What follows belongs to an exercise in optimizing a design on an open flow for small area, a short achievable clock period and few clock cycles per item; a production flow would make more cautious choices.
Only simulation tests tie the RTL to the original design; equivalence was not proved.

==> inputs of run R <==
// division
module division(input clk, input rst, input start, input [31:0] dividendo, divisor,
                output [31:0] cociente, residuo, output done);
==> module division, before the edit <==
module division(input clk, input rst, input start, input [31:0] dividendo, divisor,
                output [31:0] cociente, residuo, output done);
reg [15:0] rem;       
reg [16:0] dv;        
reg [15:0] quo;       
reg        busy, done_r;
wire [16:0] dv_n;
wire [8:0]  sel;
division_norm u_norm(.n_in(dividendo[15:0]), .d_in(divisor[15:0]),
                     .busy(busy), .dv(dv), .dv_n(dv_n), .sel(sel));
wire        imm = sel[0];
wire [15:0] mark;
genvar t;
generate for (t = 0; t < 8; t = t + 1) begin : g_mark
  assign mark[15 - 2*t] = 1'b0;
  assign mark[14 - 2*t] = sel[t + 1];
end endgenerate
wire        ge1, ge2;
wire [15:0] r1, rem_n;
division_step1 u_s1(.rem(rem), .dv(dv), .ge(ge1), .r(r1));
division_step2 u_s2(.rem(r1), .dv(dv[16:1]), .busy(busy), .n_in(dividendo[15:0]),
                    .ge(ge2), .rem_n(rem_n));
always @(posedge clk) begin
  done_r <= 1'b0;
  if (rst) begin
    busy <= 1'b0;
  end else if (!busy) begin
    if (start) begin
      if (imm)
        done_r <= 1'b1;
      else
        busy <= 1'b1;
    end
  end else if (quo[14]) begin
    busy   <= 1'b0;
    done_r <= 1'b1;
  end
end
always @(posedge clk) begin
  rem <= rem_n;
  dv  <= dv_n;
  if (!busy)
    quo <= mark;
  else
    quo <= {quo[13:0], ge1, ge2};
end
assign cociente = {16'd0, quo[14:0], ge1};
assign residuo  = {17'd0, r1[14:0]};
assign done     = done_r;
endmodule
==> module division_norm, before the edit <==
module division_norm(input [15:0] n_in, d_in, input busy, input [16:0] dv,
                     output reg [16:0] dv_n, output [8:0] sel);
wire [16:0] m2;
assign m2[0] = 1'b1;
genvar i, t;
generate for (i = 1; i < 17; i = i + 1) begin : g_m2
  assign m2[i] = |n_in[15:i-1];
end endgenerate
wire [9:0] tt;
assign tt[0] = 1'b1;
assign tt[9] = 1'b0;
generate for (t = 1; t < 9; t = t + 1) begin : g_tt
  wire [32:0] sd = {17'd0, d_in} << (2 * t);
  assign tt[t] = ~|(sd & ~{16'd0, m2});
end endgenerate
assign sel = tt[8:0] & ~tt[9:1];
integer k;
always @* begin
  dv_n = {17{busy}} & {2'b0, dv[16:2]};
  for (k = 0; k < 9; k = k + 1)
    dv_n = dv_n | ({17{sel[k] & ~busy}} & ({1'b0, d_in} << (2 * k)));
end
endmodule
==> module division_step2, before the edit <==
module division_step2(input [15:0] rem, input [15:0] dv, input busy, input [15:0] n_in,
                      output ge, output [15:0] rem_n);
assign ge    = rem >= dv;
assign rem_n = !busy ? n_in : (ge ? rem - dv : rem);
endmodule
==> module division_step1, before the edit <==
module division_step1(input [15:0] rem, input [16:0] dv, output ge, output [15:0] r);
assign ge = ~dv[16] && (rem >= dv[15:0]);
assign r  = ge ? rem - dv[15:0] : rem;
endmodule
clock: 10.0 ns
lec_check: 0
cap_margin: 20
core_margin: 2
core_utilization: 40
place_density: 0.6
slew_margin: 20
standard.sh (not shown) runs the stock make flow with config.mk's settings and CLKGATE_MAP_FILE= SYNTH_SCRIPT=/design/flow/synth_recipe.tcl, a recipe that flattens the netlist after the stock synthesis.
==> flow/flow/run.sh <==
#!/bin/bash
# The standard layout (standard.sh) with these changes to how it is made:
# - synthesis keeps the three combinational modules apart until ABC maps
#   them, and ABC maps each module with its own delay-targeted,
#   area-recovering script (flow/abc_*.script: normalisation 1500 ps, first
#   step 1100 ps, second step 1800 ps, top 2500 ps), without the adder cell
#   step; the netlist is then flattened as in the standard synthesis;
# - ports are buffered with the smallest buffer;
# - repair_timing aims at setup margin 5.5 ns.
# Each ORFS step keeps its own log under orfs/logs; make's output goes to standard.log.
set -euo pipefail
F=$(pwd)/flow
bash standard.sh SETUP_SLACK_MARGIN=5.5 "BUFFER_PORTS_ARGS=-buffer_cell sky130_fd_sc_hd__buf_1" ADDER_MAP_FILE= \
  SYNTH_SCRIPT=$F/synth_mod.tcl "SYNTH_KEEP_MODULES=division_norm division_step1 division_step2" \
  "ABC_MODULES=division division_norm division_step1 division_step2" \
  CUSTOM_ABC_SCRIPT=$F/abc_top.script ABC_SCRIPT_division_norm=$F/abc_norm.script \
  ABC_SCRIPT_division_step1=$F/abc_step1.script ABC_SCRIPT_division_step2=$F/abc_step2.script \
   finish > standard.log 2>&1
==> flow/flow/abc_norm.script <==
strash
dch
map -D 1500
topo
stime -c
buffer -c
upsize -c -D 1500
dnsize -c -D 1500
==> flow/flow/abc_step1.script <==
strash
dch
map -D 1100
topo
stime -c
buffer -c
upsize -c -D 1100
dnsize -c -D 1100
==> flow/flow/abc_step2.script <==
strash
dch
map -D 1800
topo
stime -c
buffer -c
upsize -c -D 1800
dnsize -c -D 1800
==> flow/flow/abc_top.script <==
strash
dch
map -D 2500
topo
stime -c
buffer -c
upsize -c -D 2500
dnsize -c -D 2500
==> flow/flow/synth_mod.tcl <==
# The standard flow's synthesis script (ORFS synthesis without the fsm and share passes,
# flattened, function nets renamed).  ABC maps each module of ABC_MODULES
# (the top and the combinational modules kept by SYNTH_KEEP_MODULES) with its
# own delay-targeted script: ABC_SCRIPT_<module> if set, else CUSTOM_ABC_SCRIPT.
proc synth {args} { yosys synth -nofsm -noshare {*}$args }
proc abc {args} {
  set i [lsearch -exact $args -script]
  foreach m $::env(ABC_MODULES) {
    set key ABC_SCRIPT_$m
    set s $::env(CUSTOM_ABC_SCRIPT)
    if { [info exists ::env($key)] } { set s $::env($key) }
    set a [lreplace $args [expr {$i + 1}] [expr {$i + 1}] $s]
    yosys abc {*}$a $m
  }
}
source $::env(SCRIPTS_DIR)/synth.tcl
# left out here: clear keep_hierarchy, flatten, clean up, hide names made inside functions, write 1_2_yosys.v
==> run C: changes against run R <==
--- a/flow/design.v
+++ b/flow/design.v
@@ -5,8 +5,8 @@
 reg [15:0] quo;       
 reg        busy, done_r;
-wire [16:0] dv_n;
+wire [16:0] dv0;
 wire [8:0]  sel;
 division_norm u_norm(.n_in(dividendo[15:0]), .d_in(divisor[15:0]),
-                     .busy(busy), .dv(dv), .dv_n(dv_n), .sel(sel));
+                     .dv0(dv0), .sel(sel));
 wire        imm = sel[0];
 wire [15:0] mark;
@@ -17,8 +17,7 @@
 end endgenerate
 wire        ge1, ge2;
-wire [15:0] r1, rem_n;
+wire [15:0] r1, r2;
 division_step1 u_s1(.rem(rem), .dv(dv), .ge(ge1), .r(r1));
-division_step2 u_s2(.rem(r1), .dv(dv[16:1]), .busy(busy), .n_in(dividendo[15:0]),
-                    .ge(ge2), .rem_n(rem_n));
+division_step2 u_s2(.rem(r1), .dv(dv[16:1]), .ge(ge2), .r(r2));
 always @(posedge clk) begin
   done_r <= 1'b0;
@@ -38,10 +37,13 @@
 end
 always @(posedge clk) begin
-  rem <= rem_n;
-  dv  <= dv_n;
-  if (!busy)
+  if (!busy) begin
+    rem <= dividendo[15:0];
+    dv  <= dv0;
     quo <= mark;
-  else
+  end else begin
+    rem <= r2;
+    dv  <= {2'b0, dv[16:2]};
     quo <= {quo[13:0], ge1, ge2};
+  end
 end
 assign cociente = {16'd0, quo[14:0], ge1};
@@ -49,6 +51,6 @@
 assign done     = done_r;
 endmodule
-module division_norm(input [15:0] n_in, d_in, input busy, input [16:0] dv,
-                     output reg [16:0] dv_n, output [8:0] sel);
+module division_norm(input [15:0] n_in, d_in, output reg [16:0] dv0,
+                     output [8:0] sel);
 wire [16:0] m2;
 assign m2[0] = 1'b1;
@@ -67,7 +69,7 @@
 integer k;
 always @* begin
-  dv_n = {17{busy}} & {2'b0, dv[16:2]};
+  dv0 = 17'd0;
   for (k = 0; k < 9; k = k + 1)
-    dv_n = dv_n | ({17{sel[k] & ~busy}} & ({1'b0, d_in} << (2 * k)));
+    dv0 = dv0 | ({17{sel[k]}} & ({1'b0, d_in} << (2 * k)));
 end
 endmodule
@@ -76,7 +78,6 @@
 assign r  = ge ? rem - dv[15:0] : rem;
 endmodule
-module division_step2(input [15:0] rem, input [15:0] dv, input busy, input [15:0] n_in,
-                      output ge, output [15:0] rem_n);
-assign ge    = rem >= dv;
-assign rem_n = !busy ? n_in : (ge ? rem - dv : rem);
+module division_step2(input [15:0] rem, input [15:0] dv, output ge, output [15:0] r);
+assign ge = rem >= dv;
+assign r  = ge ? rem - dv : rem;
 endmodule
--- a/flow/flow/run.sh
+++ b/flow/flow/run.sh
@@ -7,12 +7,12 @@
 #   step; the netlist is then flattened as in the standard synthesis;
 # - ports are buffered with the smallest buffer;
-# - repair_timing aims at setup margin 5.5 ns.
+# - repair_timing aims at setup margin 5.6 ns.
 # Each ORFS step keeps its own log under orfs/logs; make's output goes to standard.log.
 set -euo pipefail
 F=$(pwd)/flow
-bash standard.sh SETUP_SLACK_MARGIN=5.5 "BUFFER_PORTS_ARGS=-buffer_cell sky130_fd_sc_hd__buf_1" ADDER_MAP_FILE= \
+bash standard.sh SETUP_SLACK_MARGIN=5.6 "BUFFER_PORTS_ARGS=-buffer_cell sky130_fd_sc_hd__buf_1" ADDER_MAP_FILE= \
   SYNTH_SCRIPT=$F/synth_mod.tcl "SYNTH_KEEP_MODULES=division_norm division_step1 division_step2" \
   "ABC_MODULES=division division_norm division_step1 division_step2" \
   CUSTOM_ABC_SCRIPT=$F/abc_top.script ABC_SCRIPT_division_norm=$F/abc_norm.script \
   ABC_SCRIPT_division_step1=$F/abc_step1.script ABC_SCRIPT_division_step2=$F/abc_step2.script \
-   finish > standard.log 2>&1
+  CORE_UTILIZATION=60 PLACE_DENSITY=0.75 finish > standard.log 2>&1
==> run G: changes against run R <==
==> flow/design.v (replaced) <==
module division(input clk, input rst, input start, input [31:0] dividendo, divisor,
                output [31:0] cociente, residuo, output done);
reg [15:0] rem;       
reg [16:0] dv;        
reg [15:0] quo;       
reg [2:0]  cnt;       
reg        busy, done_r;
function [4:0] lzc16(input [15:0] v);
  integer k;
  reg found;
  begin
    lzc16 = 5'd16;
    found = 1'b0;
    for (k = 15; k >= 0; k = k - 1)
      if (!found && v[k]) begin
        lzc16 = 5'd15 - k[4:0];
        found = 1'b1;
      end
  end
endfunction
wire [15:0] n_in = dividendo[15:0];
wire [15:0] d_in = divisor[15:0];
wire [4:0]  lzn  = lzc16(n_in);
wire [4:0]  lzd  = lzc16(d_in);
wire [5:0]  diff = {1'b0, lzd} - {1'b0, lzn};         
wire [4:0]  jr   = {1'b0, diff[3:0]} + 5'd1;
wire [3:0]  jh   = lzd[4] ? 4'd8 : (diff[5] ? 4'd0 : jr[4:1]);   
wire [16:0] dv0  = {1'b0, d_in} << {jh, 1'b0};
wire        ge1 = ~dv[16] && (rem >= dv[15:0]);
wire [15:0] r1  = ge1 ? rem - dv[15:0] : rem;
wire        ge2 = (r1 >= dv[16:1]);
wire [15:0] r2  = ge2 ? r1 - dv[16:1] : r1;
always @(posedge clk) begin
  done_r <= 1'b0;
  if (rst) begin
    busy <= 1'b0;
  end else if (!busy) begin
    if (start) begin
      if (jh == 4'd0)
        done_r <= 1'b1;
      else
        busy <= 1'b1;
    end
  end else if (cnt == 3'd0) begin
    busy   <= 1'b0;
    done_r <= 1'b1;
  end
end
always @(posedge clk) begin
  if (!busy) begin
    rem <= n_in;
    dv  <= dv0;
    quo <= 16'd0;
    cnt <= jh[2:0] - 3'd1;
  end else begin
    rem <= r2;
    dv  <= {2'b0, dv[16:2]};
    quo <= {quo[13:0], ge1, ge2};
    cnt <= cnt - 3'd1;
  end
end
assign cociente = {16'd0, quo[14:0], ge1};
assign residuo  = {17'd0, r1[14:0]};
assign done     = done_r;
endmodule
==> flow/flow/run.sh (replaced) <==
#!/bin/bash
# Standard layout with smaller port buffers and a tighter repair target.
bash standard.sh SETUP_SLACK_MARGIN=5 "BUFFER_PORTS_ARGS=-buffer_cell sky130_fd_sc_hd__buf_1" ADDER_MAP_FILE= finish > standard.log 2>&1
SETUP_SLACK_MARGIN = 5   (was default)
removed: flow/flow/abc_norm.script
removed: flow/flow/abc_step1.script
removed: flow/flow/abc_step2.script
removed: flow/flow/abc_top.script
removed: flow/flow/synth_mod.tcl
==> flow_metrics.env <==
export IMPL_status="complete, no violations"
export IMPL_combPwrFrac_pct=68.9
export IMPL_hold_end="cociente[8]$_SDFF_PN0_"
export IMPL_wl_met1_mm=6.47
-- figures above: run C

==> flow_metrics.env <==
export IMPL_status="complete, no violations"
export IMPL_wl_met2_mm=7.26
export IMPL_endpoint="residuo[8]"
export IMPL_combPwrFrac_pct=64.1
export IMPL_wl_met1_mm=7.14
export IMPL_regMostFlops="dv"
export IMPL_antenna_found_initial=0
export IMPL_routed_via_density=5.23
export IMPL_cp_startpoint="dv[1]$_DFF_P_"
-- figures above: run R

==> flow_metrics.env <==
export IMPL_combPwrFrac_pct=77.8
export IMPL_synth_xor_area_share_pct=11.4
export IMPL_cpMostUsedCell="a31oi_4"
export IMPL_status="complete, no violations"
export IMPL_antenna_found_initial=0
export IMPL_async_flop_share_pct=0
export IMPL_synth_cell_area_sq_um=5370
export IMPL_hold_end="quo[5]$_SDFF_PN0_"
-- figures above: run G

Testbench counts of run R, summed over its fixed seeds: cycles 12,906, items 4,000.
Testbench counts of run C, summed over its fixed seeds: cycles 12,906, items 4,000.
Testbench counts of run G, summed over its fixed seeds: cycles 12,906, items 4,000.

## separate check: timing with driven ports
The flow's constraints put no driver on any port. The routed layouts listed below were extracted and timed again, unchanged, in two steps. Step 1 sets driving cells, clkbuf_16 on the clock port and buf_2 on the other inputs (assumed; they add their load-dependent delay and slew). Step 2 moves the port delays by t, midway between the first and last clock arrival at a register: inputs arrive t later, outputs are due t later. That takes back most of the time a late clock gives input paths. a / b / c = no drivers / after step 1 / after step 2; a / b = the first two.
| run | t (ns) | setup WS [ns] | worst hold slack (ns) | worst data-port slew with drivers (ns) | cell pins on the clock port's net |
|---|---|---|---|---|---|
| run R | 0.330 | 5.668 / 5.629 / 5.443 | 0.417 / 0.417 / 0.417 | 0.04 | 1 |
| run C | 0.329 | 5.635 / 5.603 / 5.423 | 0.420 / 0.420 / 0.420 | 0.04 | 1 |
| run G | 0.338 | 4.757 / 4.720 / 4.767 | 0.462 / 0.462 / 0.462 | 0.04 | 1 |
After both steps setup and hold are still met in every run listed. The setup slack of run R, which loses most, moves by -0.039 ns with the drivers and by -0.225 ns with both steps.
